This is an optimization exercise on Yosys and OpenROAD, whose aim is small area and a short achievable clock period, not a production implementation. RTL that was checked went through simulation tests only; none was proved equivalent to the original. The RTL of runs 1 and 2 was laid out without a check of its function. No activity file was given, so power comes from the tool's default toggle rates.

===== flow/design.v =====
module aoi22(a1, a2, b1, b2, y);
input a1, a2, b1, b2;
output y;
assign y = ~((a1 & a2) | (b1 & b2));
endmodule
module aoi222(a1, a2, b1, b2, c1, c2, y);
input a1, a2, b1, b2, c1, c2;
output y;
assign y = ~((a1 & a2) | (b1 & b2) | (c1 & c2));
endmodule
module sel32(s, d, y);
input [31:0] s, d;
output [10:0] y;
genvar g;
generate
	for (g = 0; g < 10; g = g + 1) begin : t
		aoi222 u(.a1(s[3*g]), .a2(d[3*g]), .b1(s[3*g+1]), .b2(d[3*g+1]),
		         .c1(s[3*g+2]), .c2(d[3*g+2]), .y(y[g]));
	end
endgenerate
aoi22 u10(.a1(s[30]), .a2(d[30]), .b1(s[31]), .b2(d[31]), .y(y[10]));
endmodule
module sel17(s, d, y);
input [16:0] s, d;
output [5:0] y;
genvar g;
generate
	for (g = 0; g < 5; g = g + 1) begin : t
		aoi222 u(.a1(s[3*g]), .a2(d[3*g]), .b1(s[3*g+1]), .b2(d[3*g+1]),
		         .c1(s[3*g+2]), .c2(d[3*g+2]), .y(y[g]));
	end
endgenerate
aoi22 u5(.a1(s[15]), .a2(d[15]), .b1(s[16]), .b2(d[16]), .y(y[5]));
endmodule
module processor(clk, clear_n, load, dload, laddr, insload,
                 pc, rf_we, rf_waddr, rf_wdata, dm_we, dm_addr, dm_wdata);
input clk, clear_n, load, dload;
input [15:0] laddr, insload;
output [15:0] pc;
output rf_we;
output [3:0] rf_waddr;
output [15:0] rf_wdata;
output dm_we;
output [4:0] dm_addr;
output [15:0] dm_wdata;
integer i;
genvar b, k;
reg [15:0] pc_r;      
reg [15:0] ir;        
reg [15:0] a_r, b_r;  
reg [7:0]  ime [0:31];  
reg [7:0]  imo [0:31];  
reg [15:0] rf  [0:15];  
reg [15:0] rvalid;      
reg [15:0] dm  [0:31];  
wire [3:0] op = ir[15:12];
wire [3:0] rd = ir[3:0];
wire is_add = (op == 4'd2);
wire is_sw  = (op == 4'd10);
wire is_bne = (op == 4'd14);
wire is_jmp = (op == 4'd15);
wire writes = (op == 4'd0) | (op == 4'd1) | is_add | (op == 4'd6) | (op == 4'd7) | (op == 4'd8);
wire rf_wen = writes & clear_n;
wire dm_wen = is_sw & clear_n;
wire [4:0]  daddr = a_r[4:0] + {1'b0, rd};
wire [31:0] dsel = 32'd1 << daddr;
wire [15:0] mrd;
generate
	for (b = 0; b < 16; b = b + 1) begin : dmr
		wire [31:0] col;
		wire [10:0] y;
		for (k = 0; k < 32; k = k + 1) begin : c
			assign col[k] = dm[k][b];
		end
		sel32 u(.s(dsel), .d(col), .y(y));
		assign mrd[b] = ~&y;
	end
endgenerate
wire        xs = a_r[15], ys = b_r[15];
wire [14:0] xm = a_r[14:0], ym = b_r[14:0];
wire        eff_add = is_add ^ xs ^ ys;          
wire [15:0] msum = {1'b0, xm} + {1'b0, ym};
wire [15:0] mdif = {1'b0, xm} - {1'b0, ym};      
wire [14:0] mrev = ym - xm;
wire        mgt = mdif[15];
wire        meq = (xm == ym);
wire [15:0] smres = eff_add ? {xs | (is_add & msum[15]), msum[14:0]}
                            : {~meq & (xs ^ mgt), (is_add & mgt) ? mrev : mdif[14:0]};
wire        ult = (a_r < b_r);
reg [15:0] wdata;
always @(*) begin
	case (op)
		4'd0: wdata = a_r & b_r;
		4'd1: wdata = a_r | b_r;
		4'd2, 4'd6: wdata = smres;
		4'd7: wdata = {15'd0, ult};
		default: wdata = mrd;
	endcase
end
wire taken = is_bne & (a_r != b_r);
wire [15:0] pc2 = pc_r + 16'd2;
wire [15:0] pcb = pc_r + 16'd2 + {12'd0, rd};
wire [15:0] pcj = {pc_r[15:13], ir[11:0], 1'b0};
wire [15:0] npc = is_jmp ? pcj : taken ? pcb : pc2;
wire [5:0] c3 = pc_r[5:0] + 6'd3;
wire [5:0] cb3 = pc_r[5:0] + 6'd3 + {2'd0, rd};
wire [4:0] oi = npc[5:1];
wire [4:0] ei = is_jmp ? ir[4:0] : taken ? cb3[5:1] : c3[5:1];
wire       swap = npc[0];
wire [31:0] esel = 32'd1 << ei;
wire [31:0] osel = 32'd1 << oi;
wire [7:0] ev, ov;
generate
	for (b = 0; b < 8; b = b + 1) begin : imr
		wire [31:0] ecol, ocol;
		wire [10:0] ey, oy;
		for (k = 0; k < 32; k = k + 1) begin : c
			assign ecol[k] = ime[k][b];
			assign ocol[k] = imo[k][b];
		end
		sel32 ue(.s(esel), .d(ecol), .y(ey));
		sel32 uo(.s(osel), .d(ocol), .y(oy));
		assign ev[b] = ~&ey;
		assign ov[b] = ~&oy;
	end
endgenerate
wire [5:0] la1 = laddr[5:0] + 6'd1;
wire [4:0] lo = laddr[5:1];
wire [4:0] le = la1[5:1];
wire [7:0] odat = laddr[0] ? insload[15:8] : insload[7:0];
wire [7:0] edat = laddr[0] ? insload[7:0] : insload[15:8];
wire [7:0] e0 = (load && le == 5'd0) ? edat : ime[0];
wire [7:0] o0 = (load && lo == 5'd0) ? odat : imo[0];
wire [15:0] ir_run = swap ? {ov, ev} : {ev, ov};
wire [15:0] ir_n = clear_n ? ir_run : {e0, o0};
wire [3:0]  rs_n = ir_run[11:8];
wire [3:0]  rt_n = ir_run[7:4];
wire [15:0] wm = writes ? (16'd1 << rd) : 16'd0;
wire [15:0] vm = rvalid & ~wm;
wire [15:0] das = 16'd1 << rs_n;
wire [15:0] dbs = 16'd1 << rt_n;
wire [16:0] asel = {|(das & wm), das & vm};
wire [16:0] bsel = {|(dbs & wm), dbs & vm};
wire [15:0] a_n, b_n;
generate
	for (b = 0; b < 16; b = b + 1) begin : rfr
		wire [16:0] col;
		wire [5:0] ay, by;
		for (k = 0; k < 16; k = k + 1) begin : c
			assign col[k] = rf[k][b];
		end
		assign col[16] = wdata[b];
		sel17 ua(.s(asel), .d(col), .y(ay));
		sel17 ub(.s(bsel), .d(col), .y(by));
		assign a_n[b] = clear_n & ~&ay;
		assign b_n[b] = clear_n & ~&by;
	end
endgenerate
always @(posedge clk) begin
	pc_r <= clear_n ? npc : 16'd0;
	ir <= ir_n;
	a_r <= a_n;
	b_r <= b_n;
end
always @(posedge clk) begin
	for (i = 0; i < 32; i = i + 1) begin
		if (load && le == i[4:0]) ime[i] <= edat;
		if (load && lo == i[4:0]) imo[i] <= odat;
	end
end
always @(posedge clk) begin
	for (i = 0; i < 16; i = i + 1)
		if (rf_wen && rd == i[3:0]) rf[i] <= wdata;
end
always @(posedge clk) begin
	if (!clear_n)
		rvalid <= 16'd0;
	else if (rf_wen)
		rvalid[rd] <= 1'b1;
end
always @(posedge clk) begin
	for (i = 0; i < 32; i = i + 1) begin
		if (dload) begin
			if (laddr[4:0] == i[4:0]) dm[i] <= insload;
		end else if (dm_wen && daddr == i[4:0])
			dm[i] <= b_r;
	end
end
assign pc = pc_r;
assign rf_we = rf_wen;
assign rf_waddr = rd;
assign rf_wdata = wdata;
assign dm_we = dm_wen;
assign dm_addr = daddr;
assign dm_wdata = b_r;
endmodule

===== flow/flow/run.sh =====
#!/bin/bash
# The standard layout (standard.sh, unchanged synthesis and steps), with
# repair_timing aiming for more setup slack than the design's 0.5 ns, so the
# design is sized for a shorter achieved period. Clock period and SDC unchanged.
set -euo pipefail
export SETUP_SLACK_MARGIN=9.0
bash standard.sh > standard_make.log 2>&1

===== flow/standard.sh =====
#!/bin/bash
# synth_recipe.tcl (not shown) runs the flow's synth.tcl, then flattens the netlist and writes it again
# the make line also repeats each setting of config.mk as NAME=value (left out here)
make -C /OpenROAD-flow-scripts/flow DESIGN_CONFIG=/design/flow/config.mk WORK_HOME=/design/flow/orfs CLKGATE_MAP_FILE= SYNTH_SCRIPT=/design/flow/synth_recipe.tcl "${@:-finish}"

===== flow/config.mk =====
export PLATFORM = sky130hd
export DESIGN_NAME = processor
export DESIGN_NICKNAME = processor
export VERILOG_FILES = /design/flow/design.v
export SDC_FILE = /design/flow/constraint.sdc
export NUM_CORES = 4
export LEC_CHECK = 0
export CAP_MARGIN = 20
export CORE_MARGIN = 2
export CORE_UTILIZATION = 40
export SLEW_MARGIN = 20
export SYNTH_HIERARCHICAL = 1
export SYNTH_MINIMUM_KEEP_SIZE = 0

===== flow/constraint.sdc =====
create_clock -name core_clock -period 16.0 [get_ports {clk}]
set_input_delay 3.2000 -clock core_clock [delete_from_list [all_inputs] [get_ports {clk}]]
set_output_delay 3.2000 -clock core_clock [all_outputs]
set_load 0.01 [all_outputs]

==> flow_metrics.tcl, run 1 <==
set metrics [dict create \
    status "finished clean" \
    cts_root_buffer "clkbuf_16" \
    portBuffers 84 \
    io_pins 95 \
    end_kind "output port" \
    clock.fmax_mhz 123.5 \
    synthCells 3474 \
    grt_pass1_vias 35450 \
    vias_per_cell 6.355 \
    firstDrtPassIters 9 \
    post-place-cells 5385 \
    synth_edf_count 1264 \
    rows 135 \
    fin_skew_ps 37.64 \
    fp.coreArea_um2 135800 \
    ys_warn_count 11 \
    drt_wl_total_mm 166.2 \
    grt_pass1_wl_mm 239.8 \
    final_cell_mix "edfxtp_1 (1264), a222oi_1 (480), nor2_1 (215)" \
    grt-ovfl-total 0 \
    post_route_cells_drive_above_1_share 0.2078 \
    worstPathRequired_ps 12800 \
    drt_iter0_drc 6018 \
    cp_max_fo 6 \
    path_clk_slew_ps 60 \
    criticalPathCategory "reg2out" \
    gp_congestion 0.9215 \
    final_hold_viol_count 0 \
    tns_ps 0 \
    nets 3988 \
    p_leak_uw 0.02092 \
    worst_slew_margin_rel 0.2221 \
    synth_nets 3606 \
    track_usage 0.2302 \
    dp_hpwl_mm 104.6 \
    die-area_um2 140300 \
    vias 36550 \
    grt_max_degree 44 \
    htree_levels 4 \
    post-route-min-period_ps 8095 \
    clock_path_buffers 3 \
    numCtsBuffers 141 \
    crit_path_start_kind "flop" \
    p_per_area_nw_per_um2 178.9 \
    stdcell_count 5751 \
    route.detailed.drc 0 \
    ys.flop_type "edfxtp_1" \
    ant_nets 0 \
    slew_violations 0 \
    hp-class "reg2reg" \
    mostFrequentLayoutCell "edfxtp_1" \
    path_cells "ha_4 -> fa_2 -> a21o_1 -> a21oi_4 -> xnor2_4 -> inv_4 -> nand3_4 -> nor2_4 -> buf_6 -> a222oi_1 -> nand4_1 -> nor3_4 -> a41oi_2 -> a31oi_1 -> nand2_1 -> buf_8 -> buf_6" \
    syn_avg_cell_area_um2 15.81 \
    cpMaxStageDelayCell "a222oi_1" \
    wl_per_cell_um 28.89 \
    finalCritPeriodShare 0.5060 \
    syn-cell-area_um2 54920 \
    rsz0062_at_grt "true" \
    ys_seq_area_frac 0.7261 \
    clock-sinks 1360 \
    clock_latency_ps 790 \
    antenna_cells 0 \
    floorplan.initialDensity 0.4044 \
    async_flop_share 0 \
    finalPower_uw 11820 \
    drv_cap 0 \
    cts_tree "built" \
    cpPeakStageDelay_ps 660 \
    ys_types 81 \
    worst_pin_slew_ps 1166 \
    fp.dieW_um 374.5 \
    antenna_found_initial 2 \
    fp.dieH_um 374.5 \
    critPathMostFrequentCell "buf_6" \
    vdd_drop_max_mv 0.1266 \
    arrival_ps 4900 \
    syn2layout_area_growth_pct 20.36 \
    fin_worst_hold_slack_ps 444.1 \
    setup_viol 0 \
    ys_ff_latch 1360 \
]
## modules after synthesis (local to each module, per instance), excerpt
module     cell area [um2]  flops+latches
processor            49310           1360
aoi22                12.51              0
aoi222               10.01              0
## registers in the layout (all words and copies together) (netlist names)
register and cells:
a_r 16, b_r 16, dm 512, ime 256, imo 256, ir 16, pc_r 16, rf 256
rvalid 16
## cell families (layout without fill, tap and decap cells)
kind of cell / Yosys count / count (layout) / synth area share
xor gates and xnor gates: 50 / 50 / 0.007974
muxes: 62 / 62 / 0.01262
adders and majority gates: 96 / 96 / 0.02269
and+or+nand+nor: 840 / 840 / 0.07368
AOI/OAI and AO/OA: 908 / 910 / 0.1454
buffers and inverters: 158 / 652 / 0.01153
DFF: 1360 / 1360 / 0.7261
## synthesized netlist by cell type (6+ instances only)
cell type | n | area [um2]
edfxtp_1 | 1264 | 37960
a222oi_1 | 480 | 4805
nor2_1 | 278 | 1044
nand2_1 | 176 | 660.6
dfxtp_1 | 96 | 1922
a21oi_1 | 91 | 455.4
ha_1 | 90 | 1126
nor3_1 | 85 | 425.4
inv_1 | 75 | 281.5
nand3_1 | 75 | 375.4
nand4_1 | 69 | 431.7
a22oi_2 | 64 | 800.8
o21ai_0 | 57 | 285.3
clkbuf_1 | 56 | 210.2
a31oi_1 | 49 | 306.5
o22ai_1 | 42 | 262.8
mux2_2 | 41 | 461.7
and4_1 | 33 | 289.0
xnor2_1 | 31 | 271.5
nor2b_1 | 23 | 143.9
nand2b_1 | 19 | 118.9
xor2_1 | 19 | 166.4
mux2i_1 | 18 | 180.2
nor4_1 | 18 | 112.6
o21bai_1 | 16 | 120.1
a21o_1 | 15 | 112.6
buf_1 | 14 | 52.55
or3_1 | 12 | 75.07
and3_1 | 11 | 68.82
o211ai_1 | 11 | 82.58
a211oi_1 | 10 | 75.07
nor3b_1 | 10 | 75.07
a41oi_1 | 9 | 78.83
and2_1 | 9 | 56.30
a22o_1 | 8 | 70.07
or2_2 | 8 | 50.05
fa_1 | 6 | 120.1
o21a_1 | 6 | 45.04
## critical path: cells and delay by family (launching register included)
kind	cells	cell delay (ps)
AOI/OAI and AO/OA	5	1440
and+or+nand+nor	5	1100
buffers and inverters	4	510
adders and majority gates	2	490
DFF	1	360
xor gates and xnor gates	1	200
## area by class of cell
class | count | area (um2)
clock buffer | 172 | 3717
clock inverter | 85 | 914.6
fill | 11440 | 69710
inverter | 76 | 287.8
multi-input combinational | 1958 | 16070
sequential | 1360 | 39900
tap | 1781 | 2228
timing repair buffer | 319 | 2987
## per-layer routing
layer	vias up	part of all wire	global-route usage
li1	15750	-	-
met1	18440	0.40	0.3139
met2	2024	0.47	0.3683
met3	332	0.099	0.04613
met4	2	0.036	0.07905
met5	-	0.000042	0
## path summary, 6_finish.rpt
check / depth (start not counted) / to / slack (ps) / start
hold / removal: 2 / pc_r[9]$_SDFF_PN0_ / 440 / ir[8]$_DFF_P_
hold reg to reg: 2 / pc_r[9]$_SDFF_PN0_ / 440 / ir[8]$_DFF_P_
setup reg to reg: 23 / a_r[8]$_DFF_P_ / 9060 / b_r[13]$_DFF_P_
setup / recovery: 17 / rf_wdata[10] / 7900 / ir[0]$_DFF_P_
## per-stage QoR
step,worst slack (ps),utilization,instance area (um2)
after floorplan,9029,-,54920
after global placement,6713,0.4356,59160
after detailed placement,6946,0.4362,59230
after CTS,7930,0.4836,65670
after global routing,7811,0.4867,66100
final,7905,0.4867,66100
## report_power, final
group	total (uW)	internal, uW	switching [uW]
clock network	3260	1870	1400
logic	4080	1370	2710
registers	4480	4390	89.2
total	11800	7630	4200
## repair_timing
item,in CTS,in global routing
hold buffers,0,0
endpoints found under the hold margin,0,0
setup buffers,84,18
resized for setup,280,53
cloned,3,2
pin swaps,96,76
endpoints found under the setup margin,51,49
==> run 2: changes to the inputs <==
--- a/flow/design.v
+++ b/flow/design.v
@@ -1,6 +1,6 @@
-module aoi22(a1, a2, b1, b2, y);
-input a1, a2, b1, b2;
+module nd2(a, b, y);
+input a, b;
 output y;
-assign y = ~((a1 & a2) | (b1 & b2));
+assign y = ~(a & b);
 endmodule
 module aoi222(a1, a2, b1, b2, c1, c2, y);
@@ -11,5 +11,5 @@
 module sel32(s, d, y);
 input [31:0] s, d;
-output [10:0] y;
+output [11:0] y;
 genvar g;
 generate
@@ -19,9 +19,10 @@
 	end
 endgenerate
-aoi22 u10(.a1(s[30]), .a2(d[30]), .b1(s[31]), .b2(d[31]), .y(y[10]));
+nd2 u10(.a(s[30]), .b(d[30]), .y(y[10]));
+nd2 u11(.a(s[31]), .b(d[31]), .y(y[11]));
 endmodule
 module sel17(s, d, y);
 input [16:0] s, d;
-output [5:0] y;
+output [6:0] y;
 genvar g;
 generate
@@ -31,5 +32,6 @@
 	end
 endgenerate
-aoi22 u5(.a1(s[15]), .a2(d[15]), .b1(s[16]), .b2(d[16]), .y(y[5]));
+nd2 u5(.a(s[15]), .b(d[15]), .y(y[5]));
+nd2 u6(.a(s[16]), .b(d[16]), .y(y[6]));
 endmodule
 module processor(clk, clear_n, load, dload, laddr, insload,
@@ -57,17 +59,32 @@
 wire [3:0] rd = ir[3:0];
 wire is_add = (op == 4'd2);
+wire is_sub = (op == 4'd6);
 wire is_sw  = (op == 4'd10);
 wire is_bne = (op == 4'd14);
 wire is_jmp = (op == 4'd15);
-wire writes = (op == 4'd0) | (op == 4'd1) | is_add | (op == 4'd6) | (op == 4'd7) | (op == 4'd8);
+wire writes = (op == 4'd0) | (op == 4'd1) | is_add | is_sub | (op == 4'd7) | (op == 4'd8);
 wire rf_wen = writes & clear_n;
 wire dm_wen = is_sw & clear_n;
 wire [4:0]  daddr = a_r[4:0] + {1'b0, rd};
-wire [31:0] dsel = 32'd1 << daddr;
+wire [4:0]  dx = a_r[4:0] ^ {1'b0, rd};
+wire [4:0]  dand = a_r[4:0] & {1'b0, rd};
+wire [4:0]  dor = a_r[4:0] | {1'b0, rd};
+wire [31:0] dsel;
+generate
+	for (k = 0; k < 32; k = k + 1) begin : dsa
+		wire [4:0] kk = k;
+		wire [4:0] t;
+		assign t[0] = dx[0] ^ ~kk[0];
+		for (b = 1; b < 5; b = b + 1) begin : bt
+			assign t[b] = dx[b] ^ ~kk[b] ^ (kk[b-1] ? dand[b-1] : dor[b-1]);
+		end
+		assign dsel[k] = &t;
+	end
+endgenerate
 wire [15:0] mrd;
 generate
 	for (b = 0; b < 16; b = b + 1) begin : dmr
 		wire [31:0] col;
-		wire [10:0] y;
+		wire [11:0] y;
 		for (k = 0; k < 32; k = k + 1) begin : c
 			assign col[k] = dm[k][b];
@@ -79,13 +96,48 @@
 wire        xs = a_r[15], ys = b_r[15];
 wire [14:0] xm = a_r[14:0], ym = b_r[14:0];
-wire        eff_add = is_add ^ xs ^ ys;          
-wire [15:0] msum = {1'b0, xm} + {1'b0, ym};
-wire [15:0] mdif = {1'b0, xm} - {1'b0, ym};      
-wire [14:0] mrev = ym - xm;
-wire        mgt = mdif[15];
-wire        meq = (xm == ym);
-wire [15:0] smres = eff_add ? {xs | (is_add & msum[15]), msum[14:0]}
-                            : {~meq & (xs ^ mgt), (is_add & mgt) ? mrev : mdif[14:0]};
-wire        ult = (a_r < b_r);
+wire        sx = xs ^ ys;
+wire        sub = ~((is_add & ~sx) | (is_sub & sx));
+wire [14:0] bb = ym ^ {15{sub}};
+wire [14:0] g0 = xm & bb, p0 = xm ^ bb;
+wire [14:0] g1, p1, g2, p2, g3, p3, G, P;  
+generate
+	for (k = 0; k < 15; k = k + 1) begin : pf
+		if (k % 2 == 1) begin : a1
+			assign g1[k] = g0[k] | p0[k] & g0[k-1];
+			assign p1[k] = p0[k] & p0[k-1];
+		end else begin : b1
+			assign g1[k] = g0[k];
+			assign p1[k] = p0[k];
+		end
+		if (k % 4 >= 2) begin : a2
+			assign g2[k] = g1[k] | p1[k] & g1[(k/4)*4+1];
+			assign p2[k] = p1[k] & p1[(k/4)*4+1];
+		end else begin : b2
+			assign g2[k] = g1[k];
+			assign p2[k] = p1[k];
+		end
+		if (k % 8 >= 4) begin : a3
+			assign g3[k] = g2[k] | p2[k] & g2[(k/8)*8+3];
+			assign p3[k] = p2[k] & p2[(k/8)*8+3];
+		end else begin : b3
+			assign g3[k] = g2[k];
+			assign p3[k] = p2[k];
+		end
+		if (k >= 8) begin : a4
+			assign G[k] = g3[k] | p3[k] & g3[7];
+			assign P[k] = p3[k] & p3[7];
+		end else begin : b4
+			assign G[k] = g3[k];
+			assign P[k] = p3[k];
+		end
+	end
+endgenerate
+wire [14:0] s0 = p0 ^ {G[13:0], 1'b0};
+wire [14:0] s1 = p0 ^ {G[13:0] | P[13:0], 1'b1};
+wire        mgt = ~(G[14] | P[14]);    
+wire        meq = P[14];               
+wire [15:0] smres = ~sub ? {xs | (is_add & G[14]), s0}
+                         : {~meq & (xs ^ mgt), (is_add & mgt) ? ~s0 : s1};
+wire        ult = sx ? ys : mgt;       
 reg [15:0] wdata;
 always @(*) begin
@@ -114,5 +166,5 @@
 	for (b = 0; b < 8; b = b + 1) begin : imr
 		wire [31:0] ecol, ocol;
-		wire [10:0] ey, oy;
+		wire [11:0] ey, oy;
 		for (k = 0; k < 32; k = k + 1) begin : c
 			assign ecol[k] = ime[k][b];
@@ -146,5 +198,5 @@
 	for (b = 0; b < 16; b = b + 1) begin : rfr
 		wire [16:0] col;
-		wire [5:0] ay, by;
+		wire [6:0] ay, by;
 		for (k = 0; k < 16; k = k + 1) begin : c
 			assign col[k] = rf[k][b];
@@ -183,5 +235,5 @@
 		if (dload) begin
 			if (laddr[4:0] == i[4:0]) dm[i] <= insload;
-		end else if (dm_wen && daddr == i[4:0])
+		end else if (dm_wen && dsel[i])
 			dm[i] <= b_r;
 	end
==> flow/flow/run.sh (replaced) <==
#!/bin/bash
# The standard layout (standard.sh: unchanged synthesis and steps) with two
# additions: repair_timing aims for more setup slack than the design's 0.5 ns,
# so the design is sized for a shorter achieved period (clock period and SDC are
# unchanged), and the reset input is placed next to the outputs it gates.
set -euo pipefail
here=$(pwd)
export SETUP_SLACK_MARGIN=9.0
export IO_CONSTRAINTS=$here/flow/io.tcl
bash standard.sh > standard_make.log 2>&1
==> flow/flow/io.tcl (new file) <==
# keep the reset input next to the two write-enable outputs it gates
set_io_pin_constraint -group -order -pin_names {rf_we clear_n dm_we}
--- a/flow/config.mk
+++ b/flow/config.mk
@@ -8,5 +8,7 @@
 export CAP_MARGIN = 20
 export CORE_MARGIN = 2
-export CORE_UTILIZATION = 40
+export CORE_UTILIZATION = 60
+export CTS_BUF_LIST = sky130_fd_sc_hd__clkbuf_8
+export PLACE_DENSITY = 0.7
 export SLEW_MARGIN = 20
 export SYNTH_HIERARCHICAL = 1
==> run 2 against run 1 <==
Global-route usage up 11 points. Via count down 0.24%. Utilization rose by 23 points. Critical endpoint is now rf_wdata[5]. Sequential share of layout area up 2.8 points. Wire length is 6.0% lower. First-iteration DRC count is 15% higher. Worst hold slack barely moved. Total power decreased by 3.6%. Critical path type unchanged. Synthesized cell count decreased by 3.1%. Clock skew is essentially flat. Sequential power is 0.9% higher.
==> flow_metrics.tcl, run 2 <==
set metrics [dict create \
    ys_ff_latch 1360 \
    syn2layout_area_growth_pct 17.40 \
    synth_edf_count 1264 \
    vdd_drop_max_mv 0.1982 \
    status "finished clean" \
    async_flop_share 0 \
    floorplan.initialDensity 0.6071 \
    firstDrtPassIters 11 \
    p_sw_frac 0.3694 \
    criticalPathCategory "reg2out" \
    htree_levels 4 \
    largest_register_ffs 512 \
    clock-sinks 1360 \
    io_pins 95 \
    rows 109 \
    synth_top_area_cell "edfxtp_1" \
    grt_pass1_wl_mm 226.3 \
    ys_types 64 \
    final_hold_viol_count 0 \
    pwr-share-seq 0.397 \
    track_usage 0.3376 \
    synth_most_common_cell "edfxtp_1" \
    p_switching_uw 4209 \
    worst_pin_slew_ps 1179 \
    antenna_found_initial 3 \
    drt_iter0_drc 6940 \
    drv_cap 0 \
    cp_max_fo 8 \
    vias_per_cell 7.055 \
    dp_hpwl_mm 101.7 \
    internal_power_uw 7186 \
    portBuffers 84 \
    slew_violations 0 \
    route.detailed.drc 0 \
    post-route-min-period_ps 7964 \
    cts_tree "built" \
    synth_top_area_frac 0.7053 \
    clock_path_buffers 3 \
    clockPowerShare 0.225 \
    ys_seq_area_frac 0.7410 \
    nets 3965 \
    fp.coreArea_um2 88650 \
    synth_nets 3493 \
    p_per_area_nw_per_um2 180.4 \
    syn-cell-area_um2 53820 \
    worstPathRequired_ps 12800 \
    post_route_cells_drive_above_1_share 0.2047 \
    grt_pass1_vias 34990 \
    grt_max_degree 84 \
    fin_worst_hold_slack_ps 443.6 \
    top_register "dm" \
    crit_path_start_kind "flop" \
    ys_warn_count 11 \
    arrival_ps 4760 \
    power_frac_comb 0.378 \
    die-area_um2 92110 \
    cts_root_buffer "clkbuf_8" \
    numCtsBuffers 201 \
    p_leak_uw 0.02034 \
    clock.fmax_mhz 125.6 \
    vias 36460 \
    hp-class "reg2reg" \
    ys.flop_type "edfxtp_1" \
    end_kind "output port" \
    path_clk_slew_ps 60 \
    wl_per_cell_um 30.21 \
    yosys-top-cells-count "edfxtp_1 (1264), a222oi_1 (480), nand2_1 (296)" \
    fp.dieW_um 303.5 \
    grt-ovfl-total 0 \
    tns_ps 0 \
    mostFrequentLayoutCell "edfxtp_1" \
    syn_avg_cell_area_um2 15.98 \
    fin_skew_ps 37.25 \
    synthCells 3368 \
    worst_slew_margin_rel 0.2084 \
    fp.dieH_um 303.5 \
    finalCritPeriodShare 0.4977 \
    final_cell_mix "edfxtp_1 (1264), a222oi_1 (480), nand2_1 (277)" \
    synthTopCellsByArea "edfxtp_1 (71%), a222oi_1 (8.9%), dfxtp_1 (3.6%)" \
    rsz0062_at_grt "true" \
    gp_congestion 0.9697 \
    setup_viol 0 \
    clock_latency_ps 890 \
    ant_nets 0 \
    drt_wl_total_mm 156.1 \
]
## run 2: per-module statistics from Yosys, one instance, submodules excluded, excerpt
module | flops+latches | times used | cells inside | area [um2]
nd2 | 0 | 128 | 1 | 3.754
processor | 1360 | 1 | 2760 | 48530
aoi222 | 0 | 480 | 1 | 10.01
## run 2: power by group through the flow
stage               Clock, uW  Sequential (uW)  Combinational (uW)
floorplan                   0             4550                1930
global placement            0             4580                3310
detailed placement          0             4590                3400
CTS                      2580             4510                3920
global route             2740             4530                4500
finish                   2560             4520                4310
## run 2: metal layers
metal,global-route usage,routed length [um]
met1,0.4835,58990
met2,0.5080,71310
met3,0.08674,20810
met4,0.1199,5008
met5,0,25
## run 2: worst paths after layout
kind                                 startpoint                   to  slack, ps  depth (start not counted)
worst min-delay path             ir[10]$_DFF_P_  pc_r[11]$_SDFF_PN0_        440                          2
worst max register to register   b_r[7]$_DFF_P_       a_r[6]$_DFF_P_       9150                         24
worst max-delay path            a_r[15]$_DFF_P_          rf_wdata[5]       8040                         18
worst min register to register   ir[10]$_DFF_P_  pc_r[11]$_SDFF_PN0_        440                          2
## run 2: per-stage QoR
step	area, um2	utilization	power (uW)	worst slack (ps)	instances
final	63180	0.7127	11400	8036	5168
after global routing	63180	0.7127	11770	7898	5168
after CTS	62380	0.7037	11020	8048	5133
after detailed placement	57390	0.6474	7990	6974	4688
after global placement	57380	0.6472	7888	7076	4688
after floorplan	54090	-	6479	8946	3368
## run 2: repair_timing
| action | CTS | global route |
|---|---|---|
| resized for setup | 250 | 100 |
| gates cloned | 1 | 0 |
| endpoints found under the hold margin | 0 | 0 |
| endpoints found under the setup margin | 50 | 50 |
| pin swaps | 75 | 56 |
| hold buffers | 0 | 0 |
| setup buffers | 80 | 33 |
## run 2: final cells by class
type                    count  area (um2)
clock buffers             216        2973
fillers                  5697       25470
repair buffers            329        2889
flip-flops and latches   1360       39900
multi-input cells        1883       14990
well taps                1165        1458
inverters                  65       260.3
diodes                      2       5.005
clock inverters           148       703.2
## run 2: critical path: stages (launching register included)
cell	delay, ps
dfxtp_2	350
inv_4	50
ha_4	260
xor2_4	160
nor2_4	210
buf_12	170
xnor2_2	70
ha_1	350
nand3_4	110
or2_4	280
or3_4	370
o2111a_2	170
buf_6	130
o31a_1	260
mux2i_1	170
xnor2_1	180
a21oi_2	110
a21oi_4	290
buf_2	190
## run 2: cell families after synthesis
group                    synth area share
flip-flops                         0.7410
adder cells (fa/ha/maj)           0.02195
AO/OA/AOI/OAI                      0.1228
AND/OR/NAND/NOR                   0.07972
XOR/XNOR                          0.01188
buffers and inverters            0.009416
multiplexers                      0.01321
==> run 3: changes to the inputs <==
--- a/flow/design.v
+++ b/flow/design.v
@@ -60,4 +60,5 @@
 wire is_add = (op == 4'd2);
 wire is_sub = (op == 4'd6);
+wire is_lw  = (op == 4'd8);
 wire is_sw  = (op == 4'd10);
 wire is_bne = (op == 4'd14);
@@ -82,14 +83,13 @@
 	end
 endgenerate
-wire [15:0] mrd;
+wire [31:0] rsel = dsel & {32{is_lw}};
+wire [11:0] mry [0:15];
 generate
 	for (b = 0; b < 16; b = b + 1) begin : dmr
 		wire [31:0] col;
-		wire [11:0] y;
 		for (k = 0; k < 32; k = k + 1) begin : c
 			assign col[k] = dm[k][b];
 		end
-		sel32 u(.s(dsel), .d(col), .y(y));
-		assign mrd[b] = ~&y;
+		sel32 u(.s(rsel), .d(col), .y(mry[b]));
 	end
 endgenerate
@@ -140,14 +140,14 @@
                          : {~meq & (xs ^ mgt), (is_add & mgt) ? ~s0 : s1};
 wire        ult = sx ? ys : mgt;       
-reg [15:0] wdata;
-always @(*) begin
-	case (op)
-		4'd0: wdata = a_r & b_r;
-		4'd1: wdata = a_r | b_r;
-		4'd2, 4'd6: wdata = smres;
-		4'd7: wdata = {15'd0, ult};
-		default: wdata = mrd;
-	endcase
-end
+wire [15:0] alu = ({16{op == 4'd0}} & a_r & b_r)
+                | ({16{op == 4'd1}} & (a_r | b_r))
+                | ({16{is_add | is_sub}} & smres)
+                | {15'd0, (op == 4'd7) & ult};
+wire [15:0] wdata;
+generate
+	for (b = 0; b < 16; b = b + 1) begin : wd
+		assign wdata[b] = ~&{mry[b], ~alu[b]};
+	end
+endgenerate
 wire taken = is_bne & (a_r != b_r);
 wire [15:0] pc2 = pc_r + 16'd2;
==> run 3 against run 2 <==
Still clean. Register-to-register slack got worse by 190 ps. Wire length increased by 2.0%. Die area decreased by 0.16%. Cell count decreased by 1.3%. Total power increased by 0.42%. Non-clock buffer count decreased by 20. Clock skew increased by 4.9 ps. First-iteration DRC count increased by 1.3%. Synthesized area decreased by 0.16%. Maximum frequency decreased by 1.2%. Critical endpoint is now rf_wdata[2].
==> flow_metrics.tcl, run 3 <==
set metrics [dict create \
    hp-class "reg2reg" \
    final_cell_mix "edfxtp_1 (1264), a222oi_1 (480), nand2_1 (256)" \
    syn2layout_area_growth_pct 17.20 \
    cts_tree "built" \
    p_per_area_nw_per_um2 181.7 \
    p_leak_uw 0.02023 \
    status "finished clean" \
    clock.fmax_mhz 124.1 \
    worst_slew_margin_rel 0.1582 \
    clock-sinks 1360 \
    whs_endpoint "pc_r[9]$_SDFF_PN0_" \
    portBuffers 84 \
    async_flop_share 0 \
    ff2ff_setup_slack_ps 8960 \
    final_area_um2 62970 \
    min_path_cells 2 \
    synthCells 3324 \
    critical-path-top-delay-family "compound AO/OA/AOI/OAI gates" \
    ys_warn_count 15 \
    fp.dieW_um 303.3 \
    synth_top_family_by_area "compound AO/OA/AOI/OAI gates" \
    top_register "dm" \
    grt_pass1_wl_mm 228.3 \
    htree_levels 4 \
    track_usage 0.3433 \
    end_kind "output port" \
    rsz0062_at_grt "true" \
    cp_max_fo 6 \
    synth_fa_ha_area_frac 0.01826 \
    placed_area_um2 57090 \
    firstDrtPassIters 10 \
    grt_pass1_vias 35270 \
    ys.flop_type "edfxtp_1" \
    nets 3879 \
    timing.rr.start "b_r[8]$_DFF_P_" \
    numCtsBuffers 205 \
    route.detailed.drc 0 \
    cpPeakStageDelay_ps 350 \
    drt_iter0_drc 7027 \
    post-route-min-period_ps 8060 \
    ant_nets 0 \
    fin_skew_ps 42.18 \
    vias_per_cell 7.144 \
    drv_cap 0 \
    criticalPathCategory "reg2out" \
    worst-path-buf-inv 5 \
    rows 109 \
    layout.area.seq_um2 39890 \
    wl_per_cell_um 31.20 \
    slew_violations 0 \
    arrival_ps 4860 \
    grt_max_degree 68 \
    synth_top_area_cell "edfxtp_1" \
    synth_top_area_frac 0.7064 \
    syn_avg_cell_area_um2 16.16 \
    dp_hpwl_mm 102.7 \
    ys_ff_latch 1360 \
    floorplan.initialDensity 0.6070 \
    rr_worst_depth 24 \
    fp.coreArea_um2 88510 \
    synthSimpleGateAreaFrac 0.08092 \
    critPathMostFrequentCell "buf_6" \
    multi_input_area_um2 14740 \
    synth_edf_count 1264 \
    grt-ovfl-total 0 \
    worstPathRequired_ps 12800 \
    syn-cell-area_um2 53730 \
    clock_path_buffers 3 \
    ys_seq_area_frac 0.7422 \
    post_route_cells_drive_above_1_share 0.2010 \
    crit_path_start_kind "flop" \
    worst_pin_slew_ps 1259 \
    r2r-end "a_r[6]$_DFF_P_" \
    yosys-top-cells-count "edfxtp_1 (1264), a222oi_1 (480), nand2_1 (262)" \
    die-area_um2 91960 \
    finalCritPeriodShare 0.5037 \
    fp.dieH_um 303.3 \
    tns_ps 0 \
    antenna_found_initial 4 \
    cpMaxStageDelayCell "fa_2" \
    drt_wl_total_mm 159.2 \
    hold_start "ir[8]$_DFF_P_" \
    synthXorXnorAreaFrac 0.01253 \
    final_hold_viol_count 0 \
    gp_congestion 0.9322 \
    setup_viol 0 \
    io_pins 95 \
    synth_nets 3433 \
    path_cells "inv_2 -> ha_4 -> xnor2_4 -> nand2_8 -> xnor2_4 -> ha_4 -> fa_2 -> a21o_1 -> a221oi_4 -> buf_6 -> o21ai_4 -> o221ai_4 -> nand3_4 -> buf_6 -> buf_6 -> o21ai_1 -> a21oi_1 -> o21ai_4 -> buf_6" \
    fillCellCount 5599 \
    mostFrequentLayoutCell "edfxtp_1" \
    synthTopCellsByArea "edfxtp_1 (71%), a222oi_1 (8.9%), dfxtp_1 (3.6%)" \
    synthMuxAreaShare 0.01271 \
    clock_latency_ps 900 \
    path_clk_slew_ps 60 \
    synth_compound_area_frac 0.1229 \
    largest_register_ffs 512 \
    cts_root_buffer "clkbuf_8" \
    ys_types 78 \
    vias 36450 \
    synth_most_common_cell "edfxtp_1" \
    vdd_drop_max_mv 0.1560 \
]
## run 3: changes by cell type after synthesis, moves of 13 or more
| cell | before | now |
|---|---|---|
| nor3_1 | 78 | 56 |
| a21oi_1 | 57 | 43 |
| mux2_2 | 46 | 33 |
| nand2_1 | 296 | 262 |
| o32ai_1 | 0 | 16 |
| ha_1 | 80 | 64 |
| nor2_1 | 232 | 210 |
## run 3: worst max-delay path by stage
stage                               start            to  slack, ps  cells after the start
after global routing      a_r[15]$_DFF_P_   rf_wdata[9]       7790                     18
after detailed placement  b_r[15]$_DFF_P_  rf_wdata[12]       6940                     16
after floorplan           b_r[15]$_DFF_P_   rf_wdata[9]       8980                     16
after CTS                 a_r[15]$_DFF_P_   rf_wdata[3]       7990                     19
final                     a_r[15]$_DFF_P_   rf_wdata[2]       7940                     19
after global placement    b_r[15]$_DFF_P_  rf_wdata[10]       6980                     16
## run 3: area by class of cell
class,instances,share of cell area
Antenna cell,1,0.00003974
Inverter,63,0.003974
Timing Repair Buffer,309,0.04447
Tap cell,1165,0.02315
Clock inverter,162,0.01472
Sequential cell,1360,0.6335
Clock buffer,211,0.04612
Multi-Input combinational cell,1831,0.2340
## run 3: timing repair
action                                  CTS  global route
hold buffers                              0             0
gates resized for setup                 255            78
cloned                                    3             0
endpoints found under the setup margin   53            49
hold endpoints to repair                  0             0
pin swaps                                74            44
buffers inserted                         73            18
## run 3: per-stage QoR
step                total power [uW]  utilization  hold slack [ps]  setup slack (ps)  std cells
floorplan                       6501            -            417.4              8981       3324
global placement                7731       0.6443            436.6              6976       4629
detailed placement              7842       0.6450            440.3              6939       4633
CTS                            11060       0.7050            449.3              7988       5082
global route                   11810       0.7115            470.8              7791       5102
finish                         11440       0.7115            446.5              7940       5102
## run 3: report_power, final
part	internal [uW]	switching, uW	total [uW]
sequential	4360	107	4470
combinational	1530	2790	4320
clock	1340	1310	2660
## run 3: routing by layer
layer  up-vias  GRT usage  part of all wire
met5         -          0           0.00014
met4         4     0.1146             0.031
met3       350     0.1002              0.14
met2      2723     0.5244              0.45
met1     18100     0.4786              0.37
li1      15280          -                 -
## run 3: tightest hold or removal path, delay by kind of cell (launching register included)
| kind | cells | cell delay (ps) |
|---|---|---|
| flops | 1 | 300 |
| compound gates | 1 | 50 |
| simple gates | 1 | 50 |
## run 3: cells by family (layout without fill, tap and decap cells)
| kind of cell | after synthesis | after routing |
|---|---|---|
| compound gates | 748 | 748 |
| xor+xnor | 76 | 76 |
| fa+ha+maj | 73 | 73 |
| buf+inv | 134 | 745 |
| flops | 1360 | 1360 |
| mux | 60 | 60 |
| other cells | 0 | 1 |
| simple gates | 873 | 874 |
## run 3: Yosys stat by module (local to each module, per instance), excerpt
| module | copies in the design | cells | cell area, um2 |
|---|---|---|---|
| processor | 1 | 2716 | 48450 |
| nd2 | 128 | 1 | 3.754 |
| aoi222 | 480 | 1 | 10.01 |

[what the ideal ports hide]
The flow's constraints put no driver on any port. The routed layouts listed below were extracted and timed again, unchanged, in two steps.
Step 1 (the two cells are an assumption about what drives the block):
set clk [get_ports {clk}]
set_driving_cell -lib_cell sky130_fd_sc_hd__clkbuf_16 $clk
set_driving_cell -lib_cell sky130_fd_sc_hd__buf_2 [delete_from_list [all_inputs] $clk]
Step 2 moves the port delays by t, midway between the first and last clock arrival at a register: inputs arrive t later, outputs are due t later. That takes back most of the time a late clock gives input paths.
Three values: no drivers, after step 1, after step 2; two values: the first two.
| run | shift t [ns] | setup WS [ns] | worst register clock-pin slew, ns | worst slew at a driven data input, ns | pins driven straight from the clock port |
|---|---|---|---|---|---|
| run 1 | 0.853 | 7.905 / 7.820 / 8.672 | 0.07 / 0.07 | 0.11 | 1 |
| run 2 | 0.932 | 8.036 / 7.972 / 8.597 | 0.07 / 0.07 | 0.08 | 1 |
| run 3 | 0.943 | 7.940 / 7.871 / 8.567 | 0.07 / 0.07 | 0.13 | 1 |
After both steps setup and hold are still met in every run listed.
